From an optimization exercise on the open Yosys and OpenROAD flow, aimed at small area, a short achievable clock period and few clock cycles; shortcuts taken in it are not production practice. The RTL was checked by simulation tests, not by an equivalence proof against the original design. Power is estimated from default activity; no workload was simulated.

--- run.sh ---
#!/bin/bash
# synth_recipe.tcl (not shown) runs the flow's synth.tcl, then flattens the netlist and writes it again
# the make line also repeats each setting of config.mk as NAME=value (left out here)
make -C /OpenROAD-flow-scripts/flow DESIGN_CONFIG=/design/flow/config.mk WORK_HOME=/design/flow/orfs CLKGATE_MAP_FILE= SYNTH_SCRIPT=/design/flow/synth_recipe.tcl finish
--- config.mk ---
export PLATFORM = sky130hd
export DESIGN_NAME = cpu_v
export DESIGN_NICKNAME = cpu_v
export VERILOG_FILES = /design/flow/design.v
export SDC_FILE = /design/flow/constraint.sdc
export NUM_CORES = 4
export LEC_CHECK = 0
export ABC_CLOCK_PERIOD_IN_PS = 6000
export CAP_MARGIN = 20
export CORE_MARGIN = 2
export CORE_UTILIZATION = 40
export SLEW_MARGIN = 20
--- constraint.sdc ---
create_clock -name core_clock -period 32.0 [get_ports {wire_clock}]
set_input_delay 6.4000 -clock core_clock [delete_from_list [all_inputs] [get_ports {wire_clock}]]
set_output_delay 6.4000 -clock core_clock [all_outputs]
set_load 0.01 [all_outputs]
--- design.v ---
module alu_v(x, n, mode, y);
   input  wire [15:0] x;
   input  wire [4:0]  n;
   input  wire [1:0]  mode;
   output reg  [15:0] y;
   wire       rmode = (mode == 2'b01);
   wire [3:0] amt = rmode ? (4'd0 - n[3:0]) : n[3:0];
   wire [15:0] s0 = amt[0] ? {x[14:0],  x[15]}    : x;
   wire [15:0] s1 = amt[1] ? {s0[13:0], s0[15:14]} : s0;
   wire [15:0] s2 = amt[2] ? {s1[11:0], s1[15:12]} : s1;
   wire [15:0] rot = amt[3] ? {s2[7:0],  s2[15:8]}  : s2;
   reg [15:0] mhi, mle, mr;
   integer j;
   always @* begin
      for (j = 0; j < 16; j = j + 1) begin
         mhi[j] = (j >= n);
         mle[j] = (j <= n);
         mr[j]  = (j + n <= 15);
      end
      case (mode)
        2'b00: y = rot & mhi;
        2'b01: y = rot & mr;
        2'b10: y = (rot & mhi) | ({rot[14:0], rot[15]} & mle);
        default: y = rot;
      endcase
   end
endmodule
module control_unit_v(clk, rst, din, dout, addr, rw, kb, vf, vpos, vchar);
   input  wire        clk;
   input  wire        rst;
   input  wire [15:0] din;
   output reg  [15:0] dout;
   output reg  [15:0] addr;
   output wire        rw;
   input  wire [7:0]  kb;
   output wire        vf;
   output wire [15:0] vpos;
   output wire [15:0] vchar;
   reg [15:0] R0, R1, R2, R3, R4, R5, R6, R7;
   reg [15:0] PC, SP, FR, IR;
   reg [15:0] T;         
   reg [15:0] Q;         
   reg        ex;        
   reg        ph;        
   reg        it;        
   reg        ov;        
   reg [3:0]  cnt;       
   wire [5:0] op = IR[15:10];
   wire [2:0] ra = IR[9:7];
   wire [2:0] rb = IR[6:4];
   wire [2:0] rc = IR[3:1];
   wire isLOADN  = op == 6'b111000;
   wire isLOAD   = op == 6'b110000;
   wire isSTORE  = op == 6'b110001;
   wire isLOADI  = op == 6'b111100;
   wire isSTOREI = op == 6'b111101;
   wire isMOV    = op == 6'b110011;
   wire isOUT    = op == 6'b110010;
   wire isIN     = op == 6'b110101;
   wire isPUSH   = op == 6'b000101;
   wire isPOP    = op == 6'b000110;
   wire isRTS    = op == 6'b000100;
   wire isJMP    = op == 6'b000010;
   wire isCALL   = op == 6'b000011;
   wire isADD    = op == 6'b100000;
   wire isSUB    = op == 6'b100001;
   wire isMUL    = op == 6'b100010;
   wire isDIV    = op == 6'b100011;
   wire isMOD    = op == 6'b100101;
   wire isINC    = op == 6'b100100;
   wire isCMP    = op == 6'b010110;
   wire isAND    = op == 6'b010010;
   wire isOR     = op == 6'b010011;
   wire isXOR    = op == 6'b010100;
   wire isNOT    = op == 6'b010101;
   wire isSH     = op == 6'b010000;
   wire isDM   = isDIV | isMOD;
   wire isMD   = isMUL | isDM;
   wire isLOG  = isAND | isOR | isXOR | isNOT;
   wire isMEM  = isLOADN | isLOAD | isSTORE | isLOADI | isSTOREI | isPUSH | isPOP | isRTS | isJMP | isCALL;
   wire use_bc = isADD | isSUB | isMD | isLOG;
   wire [2:0] xs = use_bc ? rb : ra;
   wire [2:0] ys = use_bc ? rc : rb;
   reg [15:0] X, Y;
   always @* begin
      case (xs)
        3'd0: X = R0; 3'd1: X = R1; 3'd2: X = R2; 3'd3: X = R3;
        3'd4: X = R4; 3'd5: X = R5; 3'd6: X = R6; default: X = R7;
      endcase
      case (ys)
        3'd0: Y = R0; 3'd1: Y = R1; 3'd2: Y = R2; 3'd3: Y = R3;
        3'd4: Y = R4; 3'd5: Y = R5; 3'd6: Y = R6; default: Y = R7;
      endcase
   end
   reg cond;
   always @* begin
      case (IR[9:6])
        4'b0000: cond = 1'b1;
        4'b0001: cond = FR[13];
        4'b0010: cond = ~FR[13];
        4'b0011: cond = FR[12];
        4'b0100: cond = ~FR[12];
        4'b0101: cond = FR[11];
        4'b0110: cond = ~FR[11];
        4'b0111: cond = FR[15];
        4'b1000: cond = FR[14];
        4'b1001: cond = FR[15] | FR[13];
        4'b1010: cond = FR[14] | FR[13];
        4'b1011: cond = FR[10];
        4'b1100: cond = ~FR[10];
        4'b1101: cond = FR[6];
        4'b1110: cond = FR[9];
        default: cond = 1'b0;
      endcase
   end
   wire        subm = isSUB | isDM | isCMP;
   wire        kk   = isSUB & IR[0] & FR[11];
   wire [15:0] A    = X + {15'h0000, kk};
   wire [15:0] B    = subm ? ~Y : (isINC ? {{15{IR[6]}}, 1'b1} : Y);
   wire        ci   = subm | (isADD & IR[0] & FR[11]);
   wire [16:0] S    = {1'b0, A} + {1'b0, B} + {16'h0000, ci};
   wire        zS   = (S[15:0] == 16'h0000);
   wire        lt   = ~S[16];           
   reg  [4:0]  L;                       
   integer     j;
   always @* begin
      L = 5'd0;
      for (j = 0; j < 16; j = j + 1)
        if (Y[j]) L = j + 1;
   end
   wire [15:0] shres;
   alu_v shifter(.x(X), .n(isDM ? (5'd17 - L) : {1'b0, IR[3:0]}),
                 .mode(isDM ? 2'b01 : IR[6:5]), .y(shres));
   wire [16:0] mstep = {1'b0, T[14:0], 1'b0} + (Y[cnt] ? {1'b0, X} : 17'h00000);
   wire        movf  = ov | T[15] | mstep[16];
   wire [16:0] dsub  = {T, X[cnt]} - {1'b0, Y};
   wire        dge   = ~dsub[16];
   wire [15:0] drem  = dge ? dsub[15:0] : {T[14:0], X[cnt]};
   wire [15:0] dquo  = {Q[14:0], dge};
   wire yzero   = (Y == 16'h0000);
   wire md_init_done = isMUL ? (L <= 5'd1) : (yzero | lt);
   wire md_done = it ? (cnt == 4'd0) : md_init_done;
   reg [15:0] mdres;
   always @* begin
      if (!it) begin
         if (isMUL) mdres = Y[0] ? X : 16'h0000;
         else if (isDIV | yzero) mdres = 16'h0000;
         else mdres = X;
      end
      else if (isMUL) mdres = mstep[15:0];
      else if (isDIV) mdres = dquo;
      else mdres = drem;
   end
   reg [15:0] res;
   always @* begin
      if (isADD | isINC) res = S[15:0];
      else if (isSUB) res = lt ? 16'h0000 : S[15:0];
      else if (isAND) res = X & Y;
      else if (isOR)  res = X | Y;
      else if (isXOR) res = X ^ Y;
      else if (isNOT) res = ~X;
      else if (isSH)  res = shres;
      else if (isMD)  res = mdres;
      else if (isIN)  res = {8'h00, kb};
      else if (isMOV & (IR[1:0] == 2'b01)) res = SP;
      else if (isMOV) res = Y;
      else res = din;
   end
   wire zres = (res == 16'h0000);
   wire simple  = ~isMEM & ~isMD;
   wire fetch   = ~ex | simple | (isMD & md_done);
   wire memlast = isLOADN | isLOADI | isSTOREI | isPUSH | isPOP | isRTS | isJMP |
                  ((isLOAD | isSTORE | isCALL) & ph);
   wire we = ex & ((isADD | isSUB | isINC | isLOG | isSH | isIN) |
                   (isMOV & (IR[1:0] != 2'b11)) |
                   isLOADN | (isLOAD & ph) | isLOADI | (isPOP & ~IR[6]) |
                   (isMD & md_done));
   assign rw = ex & ((isSTORE & ph) | isSTOREI | isPUSH | (isCALL & ~ph));
   wire [15:0] SPp = SP + 16'h0001;
   always @* begin
      if (!ex) addr = PC;
      else if ((isLOAD | isSTORE) & ph) addr = T;
      else if (isLOADI) addr = Y;
      else if (isSTOREI) addr = X;
      else if (isPUSH | (isCALL & ~ph)) addr = SP;
      else if (isPOP | isRTS) addr = SPp;
      else addr = PC;
      if (isCALL) dout = PC;
      else if (isSTOREI) dout = Y;
      else if (isPUSH & IR[6]) dout = FR;
      else dout = X;
   end
   assign vf = ex & isOUT;
   assign vpos = Y;
   assign vchar = {X[15:12], (X[11:8] == 4'h0) ? 4'hf : ((X[11:8] == 4'hf) ? 4'h0 : X[11:8]), X[7:0]};
   wire [15:0] PCp = PC + 16'h0001;
   always @(posedge clk) begin
      if (rst) begin
         ex <= 1'b0;
         ph <= 1'b0;
         it <= 1'b0;
         PC <= 16'h0000;
         SP <= 16'h7ffc;
         FR <= 16'h0000;
         R1 <= 16'h0121;
         R3 <= 16'h0241;
      end
      else begin
         if (fetch) begin
            IR <= din;
            ex <= 1'b1;
            PC <= PCp;
         end
         else begin
            if (memlast) ex <= 1'b0;
            if (isLOADN | ((isLOAD | isSTORE) & ~ph)) PC <= PCp;
            if (isJMP | (isCALL & ph)) PC <= cond ? din : PCp;
            if (isRTS) PC <= din + 16'h0001;
         end
         ph <= ex & (isLOAD | isSTORE | isCALL) & ~ph;
         if (ex & (isLOAD | isSTORE) & ~ph) T <= din;
         if (ex) begin
            if (isPUSH) SP <= SP - 16'h0001;
            if (isPOP | isRTS) SP <= SPp;
            if (isCALL & ph & cond) SP <= SP - 16'h0001;
            if (isMOV & (IR[1:0] == 2'b11)) SP <= X;
            if (isPOP & IR[6]) FR <= din;
            if (isADD) begin FR[11] <= S[16]; FR[12] <= zS; end
            if (isSUB) begin FR[6] <= lt; FR[12] <= zS; end
            if (isINC) FR[12] <= IR[6] & zS;
            if (isCMP) FR[15:13] <= zS ? 3'b001 : (lt ? 3'b010 : 3'b100);
            if (isLOG & zres) FR[12] <= 1'b1;
            if (isMD & md_done) begin
               FR[12] <= zres;
               if (isMUL) FR[10] <= it & movf;
               else FR[9] <= yzero;
            end
            if (isMD & ~md_done) begin
               it <= 1'b1;
               if (!it) begin
                  ov <= 1'b0;
                  Q <= 16'h0000;
                  if (isMUL) begin
                     T <= X;
                     cnt <= L[3:0] - 4'd2;
                  end
                  else begin
                     T <= shres;
                     cnt <= 4'd0 - L[3:0];
                  end
               end
               else begin
                  cnt <= cnt - 4'd1;
                  T <= isMUL ? mstep[15:0] : drem;
                  Q <= dquo;
                  ov <= movf;
               end
            end
            else it <= 1'b0;
         end
         if (we) begin
            case (ra)
              3'd0: R0 <= res; 3'd1: R1 <= res; 3'd2: R2 <= res; 3'd3: R3 <= res;
              3'd4: R4 <= res; 3'd5: R5 <= res; 3'd6: R6 <= res; default: R7 <= res;
            endcase
         end
      end
   end
endmodule
module  cpu_v(wire_clock, wire_reset, bus_RAM_DATA_IN,bus_RAM_DATA_OUT,bus_RAM_ADDRESS,wire_RW, bus_keyboard, videoflag, bus_vga_pos, bus_vga_char,data_debug, led);
   input wire         wire_clock;
   input wire         wire_reset;
   input wire [15:0]  bus_RAM_DATA_IN;
   output wire [15:0]  bus_RAM_DATA_OUT;
   output wire [15:0]  bus_RAM_ADDRESS;
   output wire         wire_RW;
   input  wire [7:0]  bus_keyboard;
   output wire         videoflag;
   output wire [15:0]  bus_vga_pos;
   output wire [15:0]  bus_vga_char;
   output wire [15:0]  data_debug;
   output wire [15:0]  led;
   assign data_debug = 16'h0000;
   assign led = 16'h0000;
   control_unit_v cu(.clk(wire_clock), .rst(wire_reset), .din(bus_RAM_DATA_IN),
                     .dout(bus_RAM_DATA_OUT), .addr(bus_RAM_ADDRESS), .rw(wire_RW),
                     .kb(bus_keyboard), .vf(videoflag), .vpos(bus_vga_pos), .vchar(bus_vga_char));
endmodule
==> qor.yml, run 1 <==
yosys:
  syn_inst: 3222
  yosys.area_share.adder_pct: 5.54
  synth_edf_count: 148
  synth_compound_area_share_pct: 31.3
  synth-simple-area-share_pct: 22.2
  ys_warn_count: 2
  netlist_area_um2: 23800
  synth_ff_type: "edfxtp_1"
  synth.distinct_cells: 109
  async_reset_ff_share_pct: 0
  syn_avg_cell_area_um2: 7.39
  synth_top_family_by_area: "compound AO/OA/AOI/OAI gates"
  synth_mux_area_share_pct: 5.93
  ys_seq_elements: 231
  synth-xor-area-share_pct: 2.54
  ys_seq_area_share_pct: 25.7
sta:
  fin_crit_sh_pct: 40.2
  fmax_mhz: 77.7
  hold_violations: 0
  tightest_slew_ps: 1270
  finalSetupViolCount: 0
  hold_slack_ps: 465
  finClkSkew_ps: 15.4
  slew_violations: 0
  slew_headroom_pct: 14.0
  fin_setup_tns_ps: 0
  fin_crit_ps: 12870
  rsz0062_at_grt: "no"
critical_path:
  rr_startpoint: "cu.IR[13]"
  arrival_ps: 6470
  critPathLaunchType: "flop"
  crit_required_ps: 25600
  r2r-end: "cu.FR[12]"
  path_class: "flop to output port"
  worst_setup_path_end_kind: "output port"
  reg2reg_depth: 27
  rrSetupSlack_ps: 20720
  critPathMaxFanout: 41
flow_run:
  maxCapViolations: 0
drt:
  vias_per_cell: 7.09
  drt-initial-drc-count: 4139
  dr.pass1.iters: 7
  drc: 0
  postRouteAntennaNets: 0
  dr_total_vias: 28600
  routed_wirelength_um: 145000
  routedWlPerCell_um: 36.0
grt:
  grt_max_degree: 65
  antenna_found_initial: 12
  grt_pass1_wl_um: 199000
  grtUsageTotal_pct: 45.9
  grt_pass1_vias: 25600
  gr-total-overflow: 0
clocking:
  clk_pin_slew_ps: 70
  cts-root-buf: "clkbuf_16"
  post-cts-setup-buffers: 0
  clk-insertion-delay-late_ps: 640
  clk_path_buf_depth: 3
  h-tree-depth: 1
  hold_buffers: 0
  cts_resized: 0
  cts_tree: "yes"
  cts_num_sinks: 231
  numCtsBuffers: 31
pwr:
  leakage_nw: 10.0
  vdd.ir_drop.worst_mv: 0.0504
  power_density_nw_per_um2: 51.6
worst_hold_path:
  min_to: "cu.FR[5]"
  min_delay_path_depth: 2
  hp-start: "cu.FR[5]"
  hold_class: "flop to flop"
final_layout:
  area_delta_synth_final_pct: 11.8
  nNetsFinal: 3351
  drive_gt1_share_pct: 9.67
  n_fill_cell: 6009
floorplanning:
  die_h_um: 248
  die_x_um: 248
  core_area_um2: 58900
  row_count: 89
  initial_core_util_pct: 40.4
  ios: 124
  die-area_um2: 61500
run_status:
  status: "no timing/DRC/antenna violations"
placement:
  gp_congestion: 1.08
  io_buffers: 91
  dp_hpwl_um: 108000
-- placed cells by master (no fill, tap or decap), types with 45 or more instances in the layout --
cell type,Yosys,layout
nor3_1,72,67
dfxtp_1,83,81
nor2_1,371,365
mux2i_1,71,71
inv_1,82,82
a31oi_1,56,55
nand3_1,86,85
nand2_1,385,385
buf_4,36,128
a211oi_1,82,82
clkdlybuf4s50_1,0,90
o211ai_1,56,56
a21oi_1,315,315
o21ai_0,291,288
o22ai_1,46,45
edfxtp_1,148,148
xnor2_1,51,49
ha_1,99,99
-- worst max-delay path by stage --
| stage | from | end | slack [ps] | depth (start not counted) |
|---|---|---|---|---|
| detailed placement | cu.IR[13] | bus_RAM_ADDRESS[9] | 20110 | 15 |
| floorplan | cu.IR[15] | bus_RAM_DATA_OUT[10] | 21640 | 20 |
| CTS | cu.IR[13] | bus_RAM_ADDRESS[9] | 19410 | 15 |
| global route | cu.IR[13] | bus_RAM_ADDRESS[9] | 19050 | 15 |
| finish | cu.IR[13] | bus_RAM_ADDRESS[9] | 19130 | 15 |
| global placement | cu.IR[13] | bus_RAM_ADDRESS[9] | 20150 | 16 |
-- worst max-delay path: stages (launching register included) --
cell,delay [ps]
edfxtp_1,630
nor2_2,510
o21a_2,220
buf_4,490
o21ai_0,340
nand2_1,760
mux2i_1,180
o22ai_1,160
o22a_1,600
inv_1,550
a211oi_1,340
a21oi_1,70
nor2_1,100
a21oi_1,50
a21oi_1,200
clkdlybuf4s50_1,560
-- cells in the mapped netlist, drive strengths merged, types with 8 or more instances --
cell type	count	share of area (%)
o21bai	14	0.44
nor4	16	0.42
or3	26	0.68
mux2	34	1.6
a21boi	18	0.58
edfxtp	148	19
o211a	15	0.63
a221oi	31	1.2
o31ai	23	0.80
xor2	18	0.66
o21ai	298	6.3
nand2b	32	0.84
a21oi	317	6.7
dfxtp	83	7.0
o32ai	12	0.50
a211o	10	0.37
or4	8	0.25
nand3	86	1.8
a22oi	21	0.66
nor3	74	1.6
o22ai	47	1.3
mux4	14	1.3
and2	36	0.95
nor2b	22	0.58
xnor2	51	1.9
mux2i	71	3.0
a21o	19	0.60
inv	87	1.4
clkinv	8	0.13
clkbuf	203	3.2
ha	99	5.2
o221ai	18	0.69
nand2	386	6.1
or2	22	0.58
o211ai	56	1.8
buf	80	2.1
nand4	16	0.45
o21a	16	0.51
nor2	373	5.9
and3	35	0.92
a22o	10	0.37
a31oi	56	1.5
a311oi	13	0.48
a211oi	84	2.7
-- power by group --
part           switching (W)  leakage (nW)  total (W)  internal [W]
clock network       0.000157         0.469   0.000345      0.000188
logic               0.000472          7.50   0.000686      0.000213
registers          0.0000130          2.03   0.000341      0.000328
total               0.000643          10.0    0.00137      0.000730
-- metal layers --
layer | routed length [um] | track usage (%) | up-vias
li1 | - | - | 11900
met2 | 58500 | 65.7 | 2294
met1 | 54200 | 57.8 | 13700
met5 | 99 | 0 | -
met4 | 12400 | 31.1 | 14
met3 | 19700 | 16.0 | 647
-- cell families after synthesis --
kind of cell,Yosys count
AO/OA/AOI/OAI,1160
XOR/XNOR,69
adder cells (fa/ha/maj),103
buffers and inverters,378
flip-flops,231
multiplexers,119
other,1
AND/OR/NAND/NOR,1161
-- through the flow --
stage / total power [W] / worst slack (ps) / cells / cell area [um^2] / utilization [%]
detailed placement: 0.000990 / 20110 / 3962 / 25600 / 43.5
floorplan: 0.000704 / 21640 / 3253 / 23900 / -
global route: 0.00140 / 19050 / 4021 / 26600 / 45.1
global placement: 0.000987 / 20150 / 3960 / 25600 / 43.4
finish: 0.00137 / 19130 / 4028 / 26600 / 45.2
CTS: 0.00133 / 19410 / 4020 / 26600 / 45.1
-- cell type report --
class | count | area, um^2 | share of cell area (%)
antenna | 8 | 20.0 | 0.0752
multi-input combinational | 2644 | 16300 | 61.3
clock buffer | 38 | 802 | 3.01
sequential | 231 | 6110 | 23.0
timing repair buffer | 219 | 1870 | 7.02
clock inverter | 20 | 166 | 0.625
tap | 773 | 967 | 3.64
inverter | 95 | 357 | 1.34
Testbench counts, summed over its fixed seeds: cycles 119,277.
==> inputs of run 2 (changes only) <==
--- a/config.mk
+++ b/config.mk
@@ -7,3 +7,2 @@
 export LEC_CHECK = 0
-export ABC_CLOCK_PERIOD_IN_PS = 6000
 export CAP_MARGIN = 20
==> run 2 against run 1 <==
  * Clock-buffer cell count unchanged
  * Critical path depth unchanged
  * Global-route usage unchanged
  * Cell count unchanged
  * Synthesized area unchanged
  * Maximum frequency unchanged
  * Register-to-register slack about the same
  * Largest cell class unchanged
  * Largest power group unchanged
  * Highest routed layer unchanged
==> qor.yml, run 2 <==
final_layout:
  multi_input_area_um2: 16300
  drive_gt1_share_pct: 9.67
  instances_no_fill: 4028
  n_fill_cell: 6009
  final_util_pct: 45.2
  area_delta_synth_final_pct: 11.8
  final_cell_mix: "nand2_1 (385), nor2_1 (365), a21oi_1 (315)"
  final_common_cell: "nand2_1"
  seqCellArea_um2: 6110
  nNetsFinal: 3351
  fin_area_um2: 26600
placement:
  io_buffers: 91
  dp.cells: 3962
  gp_congestion: 1.08
  dp_hpwl_um: 108000
  dp_slack_ps: 20110
  place_area_um2: 25600
yosys:
  synth.distinct_cells: 109
  syn_avg_cell_area_um2: 7.39
  yosysTopAreaCell: "edfxtp_1"
  synth_edf_count: 148
  ys_warn_count: 2
  syn_inst: 3222
  synth.most_common_cell: "nand2_1"
  netlist_area_um2: 23800
  synth_ff_type: "edfxtp_1"
  ys_seq_elements: 231
  async_reset_ff_share_pct: 0
  synth.top_cell.area_share_pct: 18.7
  ys_top_cells_by_count: "nand2_1 (385), nor2_1 (371), a21oi_1 (315)"
  ys_seq_area_share_pct: 25.7
  synth_area_leaders: "edfxtp_1 (19%), dfxtp_1 (7.0%), a21oi_1 (6.6%), o21ai_0 (6.1%), nand2_1 (6.1%)"
run_status:
  status: "no timing/DRC/antenna violations"
critical_path:
  critPathLaunchType: "flop"
  crit_required_ps: 25600
  critPathMaxFanout: 41
  arrival_ps: 6470
  reg2reg_depth: 27
  worst_setup_path_end_kind: "output port"
  path_class: "flop to output port"
worst_hold_path:
  hold_class: "flop to flop"
  min_delay_path_depth: 2
floorplanning:
  ios: 124
  core_area_um2: 58900
  die_h_um: 248
  die_x_um: 248
  row_count: 89
  die-area_um2: 61500
  initial_core_util_pct: 40.4
clocking:
  clk-insertion-delay-late_ps: 640
  h-tree-depth: 1
  post-cts-setup-buffers: 0
  cts_tree: "yes"
  cts_resized: 0
  cts-root-buf: "clkbuf_16"
  numCtsBuffers: 31
  clk_pin_slew_ps: 70
  clk_path_buf_depth: 3
  hold_buffers: 0
  cts_num_sinks: 231
drt:
  vias_per_cell: 7.09
  drc: 0
  postRouteAntennaNets: 0
  dr.pass1.iters: 7
  routedWlPerCell_um: 36.0
  routed_wirelength_um: 145000
  drt-initial-drc-count: 4139
  dr_total_vias: 28600
sta:
  fin_ws_ps: 19130
  finalSetupViolCount: 0
  slew_headroom_pct: 14.0
  finClkSkew_ps: 15.4
  fin_crit_ps: 12870
  fin_setup_tns_ps: 0
  rsz0062_at_grt: "no"
  tightest_slew_ps: 1270
  fin_crit_sh_pct: 40.2
  hold_violations: 0
  slew_violations: 0
  fmax_mhz: 77.7
grt:
  grt_pass1_vias: 25600
  grt_pass1_wl_um: 199000
  grtUsageTotal_pct: 45.9
  antenna_found_initial: 12
  gr-total-overflow: 0
  grt_max_degree: 65
pwr:
  leakage_nw: 10.0
  power_density_nw_per_um2: 51.6
  vdd.ir_drop.worst_mv: 0.0504
flow_run:
  maxCapViolations: 0
## run 2: critical path, cell delays in order, from the launching register on
cell and delay [ps]:
edfxtp_1 630, nor2_2 510, o21a_2 220, buf_4 490, o21ai_0 340, nand2_1 760, mux2i_1 180, o22ai_1 160
o22a_1 600, inv_1 550, a211oi_1 340, a21oi_1 70, nor2_1 100, a21oi_1 50, a21oi_1 200, clkdlybuf4s50_1 560
## run 2: stage by stage
step	hold slack (ps)	power [W]
floorplan	436	0.000704
global placement	446	0.000987
detailed placement	455	0.000990
CTS	463	0.00133
global route	485	0.00140
finish	465	0.00137
## run 2: logic make-up after synthesis
group	count (synthesis)	share of synthesized area (%)
xor gates and xnor gates	69	2.54
adders and majority gates	103	5.54
DFF	231	25.7
AOI/OAI and AO/OA	1160	31.3
other	1	0.0158
and+or+nand+nor	1161	22.2
muxes	119	5.93
buffers and inverters	378	6.77
## run 2: path summary, 6_finish.rpt
| path | from | end | slack [ps] |
|---|---|---|---|
| hold reg to reg | cu.FR[5] | cu.FR[5] | 460 |
| setup reg to reg | cu.IR[13] | cu.FR[12] | 20720 |
| hold / removal | cu.FR[5] | cu.FR[5] | 460 |
| setup / recovery | cu.IR[13] | bus_RAM_ADDRESS[9] | 19130 |
## run 2: report_power, final
| part | internal [W] | switching (W) | leakage, nW |
|---|---|---|---|
| Combinational | 0.000213 | 0.000472 | 7.50 |
| Sequential | 0.000328 | 0.0000130 | 2.03 |
| Clock | 0.000188 | 0.000157 | 0.469 |
| Total | 0.000730 | 0.000643 | 10.0 |
## run 2: final cells by class
cell class              instances  share of cell area, %
inverters                      95                   1.34
clock buffers                  38                   3.01
clock inverters                20                  0.625
diodes                          8                 0.0752
flip-flops and latches        231                   23.0
well taps                     773                   3.64
repair buffers                219                   7.02
multi-input cells            2644                   61.3
## run 2: layer usage
layer / up-vias / wire length (um) / GRT usage (%)
met5: - / 99 / 0
met4: 14 / 12400 / 31.1
met3: 647 / 19700 / 16.0
met2: 2294 / 58500 / 65.7
met1: 13700 / 54200 / 57.8
li1: 11900 / - / -
==> inputs of run 3 (changes only) <==
==> flow/run.sh (new file) <==
#!/bin/bash
set -e
cat >> config.mk <<EOC
export SETUP_SLACK_MARGIN = 22
EOC
bash standard.sh > standard.log 2>&1
==> standard.sh (new file) <==
#!/bin/bash
# synth_recipe.tcl (not shown) runs the flow's synth.tcl, then flattens the netlist and writes it again
# the make line also repeats each setting of config.mk as NAME=value (left out here)
make -C /OpenROAD-flow-scripts/flow DESIGN_CONFIG=/design/flow/config.mk WORK_HOME=/design/flow/orfs CLKGATE_MAP_FILE= SYNTH_SCRIPT=/design/flow/synth_recipe.tcl "${@:-finish}"
--- a/config.mk
+++ b/config.mk
@@ -11 +11,2 @@
 export SLEW_MARGIN = 20
+export SETUP_SLACK_MARGIN = 22
removed: run.sh
==> run 3 against run 2 <==
  * Still clean
  * Combinational power up 28%
  * Hold slack worse by 7.0 ps
  * Synthesized area unchanged
  * Power up 14%
  * Critical path depth up 1
  * Die area unchanged
  * Clock skew up 18 ps
  * First-iteration DRC count up 11%
  * Synthesized cell count unchanged
  * Sequential share of layout area down 3.7 points
  * Critical path type unchanged
  * Largest power group unchanged
==> qor.yml, run 3 <==
final_layout:
  final_common_cell: "nand2_1"
  seqCellArea_um2: 6110
  final_util_pct: 53.8
  multi_input_area_um2: 17700
  n_fill_cell: 5576
  nNetsFinal: 3660
  area_delta_synth_final_pct: 33.2
  drive_gt1_share_pct: 24.8
  final_cell_mix: "nand2_1 (373), nor2_1 (351), buf_4 (283)"
sta:
  finalSetupViolCount: 0
  fin_setup_tns_ps: 0
  hold_violations: 0
  slew_headroom_pct: 7.53
  fmax_mhz: 93.9
  finClkSkew_ps: 33.3
  slew_violations: 0
  fin_crit_sh_pct: 33.3
  rsz0062_at_grt: "yes"
  tightest_slew_ps: 1390
  fin_crit_ps: 10650
yosys:
  synth-simple-area-share_pct: 22.2
  synth_top_family_by_area: "compound AO/OA/AOI/OAI gates"
  synth_compound_area_share_pct: 31.3
  ys_seq_area_share_pct: 25.7
  synth_area_leaders: "edfxtp_1 (19%), dfxtp_1 (7.0%), a21oi_1 (6.6%), o21ai_0 (6.1%), nand2_1 (6.1%)"
  syn_inst: 3222
  async_reset_ff_share_pct: 0
  synth.most_common_cell: "nand2_1"
  synth.distinct_cells: 109
  netlist_area_um2: 23800
  synth.top_cell.area_share_pct: 18.7
  ys_top_cells_by_count: "nand2_1 (385), nor2_1 (371), a21oi_1 (315)"
  syn_avg_cell_area_um2: 7.39
  ys_seq_elements: 231
  yosys.area_share.adder_pct: 5.54
  synth_edf_count: 148
  yosysTopAreaCell: "edfxtp_1"
  synth-xor-area-share_pct: 2.54
  synth_mux_area_share_pct: 5.93
  synth_ff_type: "edfxtp_1"
  ys_warn_count: 2
critical_path:
  critPathLaunchType: "flop"
  path_class: "flop to output port"
  crit_required_ps: 25600
  arrival_ps: 4250
  critPathMaxFanout: 6
  reg2reg_depth: 35
  cpMaxStageDelayCell: "edfxtp_1"
  worstPathCellList: "nand3b_4 > a211o_4 > buf_12 > and3_4 > nor2_4 > buf_6 > buf_8 > nor3_4 > a32o_1 > o32a_1 > buf_12 > a211oi_2 > a211oi_2 > a21oi_2 > a21oi_2 > buf_2"
  worst_setup_path_end_kind: "output port"
  slowest_delay_ps: 520
floorplanning:
  die_x_um: 248
  initial_core_util_pct: 40.4
  row_count: 89
  ios: 124
  die-area_um2: 61500
  die_h_um: 248
  core_area_um2: 58900
grt:
  grtUsageTotal_pct: 49.8
  grt_pass1_wl_um: 215000
  antenna_found_initial: 15
  grt_pass1_vias: 27900
  grt_max_degree: 65
  gr-total-overflow: 0
pwr:
  power_density_nw_per_um2: 49.5
  vdd.ir_drop.worst_mv: 0.0461
  leakage_nw: 12.3
placement:
  gp_congestion: 1.11
  dp_hpwl_um: 106000
  io_buffers: 91
drt:
  routed_wirelength_um: 158000
  drt-initial-drc-count: 4585
  drc: 0
  vias_per_cell: 7.08
  dr_total_vias: 30700
  dr.pass1.iters: 9
  postRouteAntennaNets: 0
  routedWlPerCell_um: 36.4
clocking:
  cts-root-buf: "clkbuf_16"
  clk-insertion-delay-late_ps: 630
  clk_path_buf_depth: 3
  numCtsBuffers: 30
  h-tree-depth: 1
  cts_num_sinks: 231
  clk_pin_slew_ps: 60
  hold_buffers: 0
  cts_tree: "yes"
worst_hold_path:
  hold_class: "flop to flop"
  min_delay_path_depth: 2
run_status:
  status: "no timing/DRC/antenna violations"
flow_run:
  maxCapViolations: 0
==> run 3: cell counts after synthesis <==
No cell type changed its count.
==> run 3: power breakdown <==
group	switching, W	leakage (nW)	internal [W]	total [W]
logic	0.000558	9.82	0.000322	0.000880
registers	0.0000114	2.03	0.000328	0.000340
clock network	0.000153	0.463	0.000197	0.000350
total	0.000722	12.3	0.000848	0.00157
==> run 3: kinds of logic (layout without fill, tap and decap cells) <==
logic type               count (synthesis)  count (layout)
AO/OA/AOI/OAI                         1160            1160
XOR/XNOR                                69              69
adder cells (fa/ha/maj)                103             103
buffers and inverters                  378             679
flip-flops                             231             231
multiplexers                           119             119
other                                    1              48
AND/OR/NAND/NOR                       1161            1162
==> run 3: metrics by stage <==
stage          area [um^2]  hold WS (ps)  power [W]  instances  worst slack (ps)
2_1_floorplan        24000           436   0.000706       3253             21930
3_3_place_gp         25500           446   0.000983       3951             20010
3_5_place_dp         25600           451   0.000989       3953             19790
4_1_cts              30600           459    0.00148       4262             21440
5_1_grt              31700           483    0.00159       4328             21300
6_report             31700           458    0.00157       4344             21350
==> run 3: what timing repair did <==
action                                  CTS  global route
gates resized for setup                 640           169
pin swaps                               102            89
buffers inserted                        236            63
endpoints found under the setup margin  207            89
cloned                                   17             2
==> run 3: path summary, 6_finish.rpt <==
| check | start | endpoint | slack, ps |
|---|---|---|---|
| worst max-delay path | cu.IR[14] | bus_RAM_ADDRESS[1] | 21350 |
| worst min-delay path | cu.FR[1] | cu.FR[1] | 460 |
| worst max register to register | cu.IR[14] | cu.FR[12] | 22200 |
| worst min register to register | cu.FR[1] | cu.FR[1] | 460 |
==> run 3: layer usage <==
| layer | routed length, um | vias up | track usage, % |
|---|---|---|---|
| met5 | 173 | - | 1.43 |
| met4 | 17200 | 10 | 40.8 |
| met3 | 22400 | 885 | 18.0 |
| met2 | 63000 | 2731 | 70.9 |
| met1 | 55400 | 14600 | 59.8 |
| li1 | - | 12500 | - |
==> run 3: final cells by class <==
| cell class | count | area share, % |
|---|---|---|
| Inverter | 95 | 1.55 |
| Timing Repair Buffer | 528 | 17.1 |
| Antenna cell | 16 | 0.126 |
| Clock inverter | 18 | 0.612 |
| Multi-Input combinational cell | 2645 | 55.8 |
| Tap cell | 773 | 3.05 |
| Sequential cell | 231 | 19.3 |
| Clock buffer | 38 | 2.46 |
==> run 3: critical path, delay by kind of cell, from the launching register on <==
| family | cells | cell delay (ps) |
|---|---|---|
| AND/OR/NAND/NOR | 4 | 660 |
| flip-flops | 1 | 520 |
| AO/OA/AOI/OAI | 7 | 1590 |
| buffers and inverters | 5 | 810 |

## afterwards: timing with drivers on the ports
In the flow no input, the clock included, has a driving cell. The finished layouts below were timed again as built, in two steps. Step 1 assumes that a clkbuf_16 drives the clock port and a buf_2 every other input. Step 2 times the ports against the registers' clock, not the clock port: input delays grow and output delays shrink by t, the midpoint of the rising clock arrivals with the driver on. a / b / c = ideal ports / drivers / drivers and shift; a / b = the first two.
| run | t (ns) | setup WS [ns] | hold WS [ns] | worst register clock-pin slew, ns | worst slew at a driven data input, ns |
|---|---|---|---|---|---|
| run 1 | 0.693 | 19.126 / 19.061 / 19.754 | 0.465 / 0.465 / 0.465 | 0.07 / 0.07 | 0.04 |
| run 2 | 0.693 | 19.126 / 19.061 / 19.754 | 0.465 / 0.465 / 0.465 | 0.07 / 0.07 | 0.04 |
| run 3 | 0.682 | 21.352 / 21.288 / 21.518 | 0.458 / 0.458 / 0.458 | 0.07 / 0.07 | 0.04 |
After both steps every run listed still meets setup and hold.
